What follows belongs to an exercise in optimizing a design on an open flow for small area and a short achievable clock period; a production flow would make more cautious choices. At most, simulation tests tie the RTL to the original design; equivalence was not proved. The clock port is modelled as an ideal driver, which makes a skipped or thinned clock tree look cheaper than it is; a real chip needs a root buffer or a tree. Power and IR drop assume default switching activity.

north:
==> module cnn_top_with_pool, before the edit <==
module cnn_top_with_pool #
(
    parameter DATA_W = 8,
    parameter FRAC   = 4,
    parameter IMG_W  = 32
)
(
    input  wire                     clk,
    input  wire                     rst,
    input  wire                     in_valid,
    input  wire signed [DATA_W-1:0] pixel_in,
    output reg                      out_valid,
    output reg signed [DATA_W-1:0]  out_data
);
    integer i;
    reg  [7:0] p0;
    reg        v0;            
    always @(posedge clk) begin
        p0 <= pixel_in;
        if (rst) v0 <= 1'b0;
        else     v0 <= in_valid;
    end
    reg  [4:0] col;           
    reg        row1;          
    reg  [7:0] x1, x2;        
    reg  [4:0] yl1;           
    reg  [3:0] yh1;           
    reg  [4:0] al1;           
    reg  [3:0] ah1;           
    reg        fe1;           
    reg        mw1;           
    wire [4:0] yl_n, al_n;
    wire [3:0] yh_n, ah_n;
    cnn_s1_logic s1 (.px(p0), .x1(x1), .x2(x2),
                     .yl(yl_n), .yh(yh_n), .al(al_n), .ah(ah_n));
    always @(posedge clk) begin
        if (rst) begin
            col  <= 5'd0;
            row1 <= 1'b0;
            fe1  <= 1'b0;
        end else begin
            fe1 <= v0 & (|col[4:1]);
            if (v0) begin
                col <= col + 5'd1;
                if (&col) row1 <= 1'b1;
            end
        end
        mw1 <= row1 | (&col);
        if (v0) begin
            x1 <= p0;
            x2 <= x1;
        end
        yl1 <= yl_n;
        yh1 <= yh_n;
        al1 <= al_n;
        ah1 <= ah_n;
    end
    reg  [7:0] yl [0:29];     
    reg  [4:0] cl2;           
    reg  [3:0] ch2;           
    reg        fe2;
    wire [7:0] y1;
    wire [4:0] cl_n;
    wire [3:0] ch_n;
    cnn_s2_y  s2y (.yl1(yl1), .yh1(yh1), .y(y1));
    cnn_s2_cl s2l (.al(al1[3:0]), .yold(yl[29][3:0]), .cl(cl_n));
    cnn_s2_ch s2h (.ah(ah1), .yold(yl[29][7:4]), .ab(al1[4]), .ch(ch_n));
    always @(posedge clk) begin
        if (fe1) begin
            yl[0] <= y1;
            for (i = 1; i < 29; i = i + 1)
                yl[i] <= yl[i-1];
        end
        if (rst)      yl[29] <= 8'd0;
        else if (fe1) yl[29] <= yl[28] & {8{mw1}};
        cl2 <= cl_n;
        ch2 <= ch_n;
        if (rst) fe2 <= 1'b0;
        else     fe2 <= fe1;
    end
    reg  [3:0] bl3;           
    reg  [1:0] bc3;           
    reg  [3:0] bh3;           
    reg        fe3;
    wire [3:0] bl_n, bh_n;
    wire [1:0] bc_n;
    cnn_s3_logic s3 (.cl2(cl2), .ch2(ch2), .bl(bl_n), .bc(bc_n), .bh(bh_n));
    always @(posedge clk) begin
        bl3 <= bl_n;
        bc3 <= bc_n;
        bh3 <= bh_n;
        if (rst) fe3 <= 1'b0;
        else     fe3 <= fe2;
    end
    reg  signed [7:0] f4;
    reg        fe4;
    wire [7:0] f_n;
    cnn_s4_logic s4 (.bl3(bl3), .bc3(bc3), .bh3(bh3), .f(f_n));
    always @(posedge clk) begin
        f4 <= f_n;
        if (rst) fe4 <= 1'b0;
        else     fe4 <= fe3;
    end
    reg  signed [7:0] fl [0:31];     
    reg  signed [7:0] f5;
    reg        c29, c30;      
    reg        cr5;           
    reg        sl5;           
    reg        fe5;
    wire       c29_n, c30_n, c31_n, cf_n;
    wire       merge = sl5 ? c29 : c30;     
    cnn_gt8 g29 (.a(f4), .b(fl[29]), .gt(c29_n));
    cnn_gt8 g30 (.a(f4), .b(fl[30]), .gt(c30_n));
    cnn_gt8 g31 (.a(f4), .b(fl[31]), .gt(c31_n));
    cnn_gt8 gf5 (.a(f4), .b(f5),     .gt(cf_n));
    always @(posedge clk) begin
        f5  <= f4;
        c29 <= c29_n;
        c30 <= c30_n;
        cr5 <= fe5 ? (merge ? cf_n : c30_n) : c31_n;
        if (rst) begin
            fe5 <= 1'b0;
            sl5 <= 1'b0;
        end else begin
            fe5 <= fe4;
            sl5 <= fe5;
        end
    end
    reg  [4:0] d;             
    reg        any;           
    reg        row2;          
    reg        res;           
    always @(posedge clk) begin
        if (rst) begin
            d    <= 5'd31;
            any  <= 1'b0;
            row2 <= 1'b0;
            res  <= 1'b0;
        end else if (fe5) begin
            d    <= d + 5'd1;
            any  <= 1'b1;
            if (any && (&d)) row2 <= 1'b1;
            res  <= ~(&d) & (row2 | (any & (&d)));
        end
        if (fe5) begin
            fl[0] <= f5;
            for (i = 1; i < 31; i = i + 1)
                fl[i] <= fl[i-1];
            fl[31] <= merge ? f5 : fl[30];
        end
        out_data <= cr5 ? f5 : fl[31];
        if (rst) out_valid <= 1'b0;
        else     out_valid <= fe5 & res;
    end
endmodule
==> flow/config.mk <==
export PLATFORM = sky130hd
export DESIGN_NAME = cnn_top_with_pool
export DESIGN_NICKNAME = cnn_top_with_pool
export VERILOG_FILES = /design/flow/design.v
export SDC_FILE = /design/flow/constraint.sdc
export NUM_CORES = 4
export LEC_CHECK = 0
export ABC_CLOCK_PERIOD_IN_PS = 1600
export CAP_MARGIN = 20
export CORE_MARGIN = 2
export CORE_UTILIZATION = 60
export SETUP_SLACK_MARGIN = 2.45
export SLEW_MARGIN = 20
export SYNTH_HIERARCHICAL = 1
==> flow/constraint.sdc <==
create_clock -name core_clock -period 4.0 [get_ports {clk}]
set_input_delay 0.8000 -clock core_clock [delete_from_list [all_inputs] [get_ports {clk}]]
set_output_delay 0.8000 -clock core_clock [all_outputs]
set_load 0.01 [all_outputs]
standard.sh (not shown) runs the stock make flow with config.mk's settings and CLKGATE_MAP_FILE= SYNTH_SCRIPT=/design/flow/synth_recipe.tcl, a recipe that flattens the netlist after the stock synthesis.
==> flow/flow/run.sh <==
#!/bin/bash
# The standard layout (standard.sh), with two changes:
#  - synthesis leaves the adders to ABC instead of mapping them onto the
#    library's half- and full-adder cells (ADDER_MAP_FILE empty);
#  - clock tree synthesis adds no dummy loads, and flow/cts_hook.tcl then
#    drives TritonCTS's leaf buffers straight from four roots on the clock port,
#    removing the H-tree buffers in between, and makes roots and leaves
#    inverters.
# make's output goes to standard_make.log; each ORFS step logs under orfs/logs.
set -euo pipefail
here=$(pwd)
bash standard.sh ADDER_MAP_FILE= \
  "CTS_ARGS=-sink_clustering_enable -repair_clock_nets -dont_use_dummy_load -sink_clustering_size 30 -sink_clustering_max_diameter 60" \
  "PRE_CTS_TCL=$here/flow/cts_hook.tcl" \
  finish > standard_make.log 2>&1
Other scripts of this flow, unchanged in this note and not shown: flow/flow/cts_hook.tcl
#### Input delta (south over north)
--- a/flow/design.v
+++ b/flow/design.v
@@ -353,10 +353,12 @@
 );
     integer i;
     reg  [7:0] p0;
     reg        v0;            
+    reg        rs0;           
     always @(posedge clk) begin
-        p0 <= pixel_in;
+        p0  <= pixel_in;
+        rs0 <= rst;
         if (rst) v0 <= 1'b0;
         else     v0 <= in_valid;
     end
     reg  [4:0] col;           
@@ -372,19 +374,17 @@
     wire [3:0] yh_n, ah_n;
     cnn_s1_logic s1 (.px(p0), .x1(x1), .x2(x2),
                      .yl(yl_n), .yh(yh_n), .al(al_n), .ah(ah_n));
     always @(posedge clk) begin
-        if (rst) begin
+        if (rs0) begin
             col  <= 5'd0;
             row1 <= 1'b0;
-            fe1  <= 1'b0;
-        end else begin
-            fe1 <= v0 & (|col[4:1]);
-            if (v0) begin
-                col <= col + 5'd1;
-                if (&col) row1 <= 1'b1;
-            end
+        end else if (v0) begin
+            col <= col + 5'd1;
+            if (&col) row1 <= 1'b1;
         end
+        if (rst) fe1 <= 1'b0;
+        else     fe1 <= v0 & (|col[4:1]);
         mw1 <= row1 | (&col);
         if (v0) begin
             x1 <= p0;
             x2 <= x1;
@@ -409,9 +409,9 @@
             yl[0] <= y1;
             for (i = 1; i < 29; i = i + 1)
                 yl[i] <= yl[i-1];
         end
-        if (rst)      yl[29] <= 8'd0;
+        if (rs0)      yl[29] <= 8'd0;
         else if (fe1) yl[29] <= yl[28] & {8{mw1}};
         cl2 <= cl_n;
         ch2 <= ch_n;
         if (rst) fe2 <= 1'b0;
@@ -469,9 +469,9 @@
     reg        any;           
     reg        row2;          
     reg        res;           
     always @(posedge clk) begin
-        if (rst) begin
+        if (rs0) begin
             d    <= 5'd31;
             any  <= 1'b0;
             row2 <= 1'b0;
             res  <= 1'b0;
--- outcome ---
On xor and xnor area share after synthesis, north and south are basically level.
Compared north against south; fraction of the mapped netlist area in adder cells within noise.
Of north and south, the run reporting the higher worst slack on hold paths was north.
south completed end to end with timing, DRC and antenna clean.
Lower global router's overall resource usage goes to south over north.
south and north ended up with roughly the same clock power share.
Max final critical-path share of the clock period across north and south: south
south vs north: wire length of the first global-routing pass down by a few percent
Only the layout flow was run in south; the RTL was not checked for function there. In every run of this note, the design's own scripts or RTL, not TritonCTS, make the clock network.

Another version of the RTL of cnn_top_with_pool (not shown whole).
For scale: roughly 910 cells after synthesis, about 20 I/O pins.
==> module cnn_top_with_pool, before the edit <==
module cnn_top_with_pool #
(
    parameter DATA_W = 8,
    parameter FRAC   = 4,
    parameter IMG_W  = 32
)
(
    input  wire                     clk,
    input  wire                     rst,
    input  wire                     in_valid,
    input  wire signed [DATA_W-1:0] pixel_in,
    output reg                      out_valid,
    output reg signed [DATA_W-1:0]  out_data
);
    integer i;
    reg  [4:0] col;           
    reg        row1;          
    reg  [7:0] x1, x2;        
    reg  [4:0] yl1;           
    reg  [3:0] yh1;           
    reg  [4:0] al1;           
    reg  [3:0] ah1;           
    reg        fe1;           
    reg        m1;            
    wire [4:0] yl_n, al_n;
    wire [3:0] yh_n, ah_n;
    cnn_s1_logic s1 (.px(pixel_in), .x1(x1), .x2(x2),
                     .yl(yl_n), .yh(yh_n), .al(al_n), .ah(ah_n));
    always @(posedge clk) begin
        if (rst) begin
            col  <= 5'd0;
            row1 <= 1'b0;
            fe1  <= 1'b0;
        end else begin
            fe1 <= in_valid & (|col[4:1]);
            if (in_valid) begin
                col <= col + 5'd1;
                if (&col) row1 <= 1'b1;
            end
        end
        m1 <= row1;
        if (in_valid && !rst) begin
            x1 <= pixel_in;
            x2 <= x1;
        end
        yl1 <= yl_n;
        yh1 <= yh_n;
        al1 <= al_n;
        ah1 <= ah_n;
    end
    reg  [7:0] yl [0:29];     
    reg  [4:0] cl2;           
    reg  [3:0] ch2;           
    reg        fe2;
    wire [7:0] y1;
    wire [4:0] cl_n;
    wire [3:0] ch_n;
    cnn_s2_logic s2 (.yl1(yl1), .yh1(yh1), .al1(al1), .ah1(ah1),
                     .yold(yl[29] & {8{m1}}), .y(y1), .cl(cl_n), .ch(ch_n));
    always @(posedge clk) begin
        if (fe1) begin
            yl[0] <= y1;
            for (i = 1; i < 30; i = i + 1)
                yl[i] <= yl[i-1];
        end
        cl2 <= cl_n;
        ch2 <= ch_n;
        if (rst) fe2 <= 1'b0;
        else     fe2 <= fe1;
    end
    reg  [3:0] bl3;           
    reg  [1:0] bc3;           
    reg  [3:0] bh3;           
    reg        fe3;
    wire [3:0] bl_n, bh_n;
    wire [1:0] bc_n;
    cnn_s3_logic s3 (.cl2(cl2), .ch2(ch2), .bl(bl_n), .bc(bc_n), .bh(bh_n));
    always @(posedge clk) begin
        bl3 <= bl_n;
        bc3 <= bc_n;
        bh3 <= bh_n;
        if (rst) fe3 <= 1'b0;
        else     fe3 <= fe2;
    end
    reg  signed [7:0] f4;
    reg        fe4;
    wire [7:0] f_n;
    cnn_s4_logic s4 (.bl3(bl3), .bc3(bc3), .bh3(bh3), .f(f_n));
    always @(posedge clk) begin
        f4 <= f_n;
        if (rst) fe4 <= 1'b0;
        else     fe4 <= fe3;
    end
    reg  signed [7:0] fl [0:31];     
    reg  signed [7:0] f5;
    reg        c29, c30;      
    reg        cr5;           
    reg        sl5;           
    reg        fe5;
    wire       c29_n, c30_n, c31_n, cf_n;
    wire       merge = sl5 ? c29 : c30;     
    cnn_gt8 g29 (.a(f4), .b(fl[29]), .gt(c29_n));
    cnn_gt8 g30 (.a(f4), .b(fl[30]), .gt(c30_n));
    cnn_gt8 g31 (.a(f4), .b(fl[31]), .gt(c31_n));
    cnn_gt8 gf5 (.a(f4), .b(f5),     .gt(cf_n));
    always @(posedge clk) begin
        f5  <= f4;
        c29 <= c29_n;
        c30 <= c30_n;
        cr5 <= fe5 ? (merge ? cf_n : c30_n) : c31_n;
        if (rst) begin
            fe5 <= 1'b0;
            sl5 <= 1'b0;
        end else begin
            fe5 <= fe4;
            sl5 <= fe5;
        end
    end
    reg  [4:0] d;             
    reg        any;           
    reg        row2;          
    reg        res;           
    always @(posedge clk) begin
        if (rst) begin
            d    <= 5'd31;
            any  <= 1'b0;
            row2 <= 1'b0;
            res  <= 1'b0;
        end else if (fe5) begin
            d    <= d + 5'd1;
            any  <= 1'b1;
            if (any && (&d)) row2 <= 1'b1;
            res  <= ~(&d) & (row2 | (any & (&d)));
        end
        if (fe5) begin
            fl[0] <= f5;
            for (i = 1; i < 31; i = i + 1)
                fl[i] <= fl[i-1];
            fl[31] <= merge ? f5 : fl[30];
        end
        out_data <= cr5 ? f5 : fl[31];
        if (rst) out_valid <= 1'b0;
        else     out_valid <= fe5 & res;
    end
endmodule
Settings: LEC_CHECK=0, ABC_CLOCK_PERIOD_IN_PS=1600, CAP_MARGIN=20, CORE_MARGIN=2, CORE_UTILIZATION=60, CTS_CLUSTER_DIAMETER=60, CTS_CLUSTER_SIZE=30, SETUP_SLACK_MARGIN=2.4, SLEW_MARGIN=20, SYNTH_HIERARCHICAL=1; clock period 4.0 ns.
==> flow/flow/run.sh <==
#!/bin/bash
# The standard layout, except that synthesis leaves the adders to ABC
# instead of mapping them onto the library's half- and full-adder cells.
set -euo pipefail
bash standard.sh ADDER_MAP_FILE= finish > standard_make.log 2>&1
The baseline went through all stages and came out clean.
Change:
--- a/flow/design.v
+++ b/flow/design.v
@@ -329,6 +329,14 @@
     wire       e2 = e1[3] & e1[2];
     assign gt = g2[1] | (e2 & g2[0]);
 endmodule
+module cnn_max8 (
+    input  wire [7:0] a, b,
+    output wire [7:0] m
+);
+    wire gt;
+    cnn_gt8 cmp (.a(a), .b(b), .gt(gt));
+    assign m = gt ? a : b;
+endmodule
 module cnn_top_with_pool #
 (
     parameter DATA_W = 8,
@@ -425,20 +433,15 @@
     reg  signed [7:0] fl [0:31];     
     reg  signed [7:0] f5;
     reg        c29, c30;      
-    reg        cr5;           
     reg        sl5;           
     reg        fe5;
-    wire       c29_n, c30_n, c31_n, cf_n;
-    wire       merge = sl5 ? c29 : c30;     
+    wire       c29_n, c30_n;
     cnn_gt8 g29 (.a(f4), .b(fl[29]), .gt(c29_n));
     cnn_gt8 g30 (.a(f4), .b(fl[30]), .gt(c30_n));
-    cnn_gt8 g31 (.a(f4), .b(fl[31]), .gt(c31_n));
-    cnn_gt8 gf5 (.a(f4), .b(f5),     .gt(cf_n));
     always @(posedge clk) begin
         f5  <= f4;
         c29 <= c29_n;
         c30 <= c30_n;
-        cr5 <= fe5 ? (merge ? cf_n : c30_n) : c31_n;
         if (rst) begin
             fe5 <= 1'b0;
             sl5 <= 1'b0;
@@ -451,6 +454,8 @@
     reg        any;           
     reg        row2;          
     reg        res;           
+    reg  signed [7:0] p6, f6;        
+    reg        v6;
     always @(posedge clk) begin
         if (rst) begin
             d    <= 5'd31;
@@ -467,10 +472,18 @@
             fl[0] <= f5;
             for (i = 1; i < 31; i = i + 1)
                 fl[i] <= fl[i-1];
-            fl[31] <= merge ? f5 : fl[30];
+            fl[31] <= (sl5 ? c29 : c30) ? f5 : fl[30];
         end
-        out_data <= cr5 ? f5 : fl[31];
+        p6 <= fl[31];
+        f6 <= f5;
+        if (rst) v6 <= 1'b0;
+        else     v6 <= fe5 & res;
+    end
+    wire [7:0] r_n;
+    cnn_max8 mx (.a(f6), .b(p6), .m(r_n));
+    always @(posedge clk) begin
+        out_data <= r_n;
         if (rst) out_valid <= 1'b0;
-        else     out_valid <= fe5 & res;
+        else     out_valid <= v6;
     end
 endmodule
The new run ran to the end with no violations.
Global-route usage came out lower by 0.47 points.
Routed wire length came out lower slightly.
Die area came out higher slightly.
Clock-buffer cell count came out lower by 6.
Clock skew came out lower by 0.016 ns.
Total power is about the same.
Cell area came out higher slightly.
Synthesized cell count came out lower slightly.
Fmax came out lower slightly.
First-iteration DRC count came out lower by a few percent.
Only the layout flow was run in the second run of this note; the RTL was not checked for function there.

## static timing again, ports no longer ideal
The results above use ideal ports. As a check the final layouts listed here were re-extracted and re-timed, cells and wires unchanged. Step 1 assumes that a clkbuf_16 drives the clock port and a buf_2 every other input. Step 2 moves the port delays by t, midway between the first and last clock arrival at a register: inputs arrive t later, outputs are due t later. That takes back most of the time a late clock gives input paths. Slacks: no drivers / after step 1 / after step 2; pairs: no drivers / after step 1.
run	t, ns	setup slack, ns	clock arrival spread, ns
north	0.460	2.472 / 2.289 / 2.228	0.047 / 0.050
south	0.450	2.450 / 2.289 / 2.449	0.060 / 0.064
the first run of note 2	0.563	2.252 / 2.203 / 1.897	0.030 / 0.030
the second run of note 2	0.571	2.245 / 2.194 / 1.886	0.023 / 0.022
After both steps setup and hold are still met in every run listed. The setup slack of the second run of note 2, which loses most, moves by -0.051 ns with the drivers and by -0.359 ns with both steps.
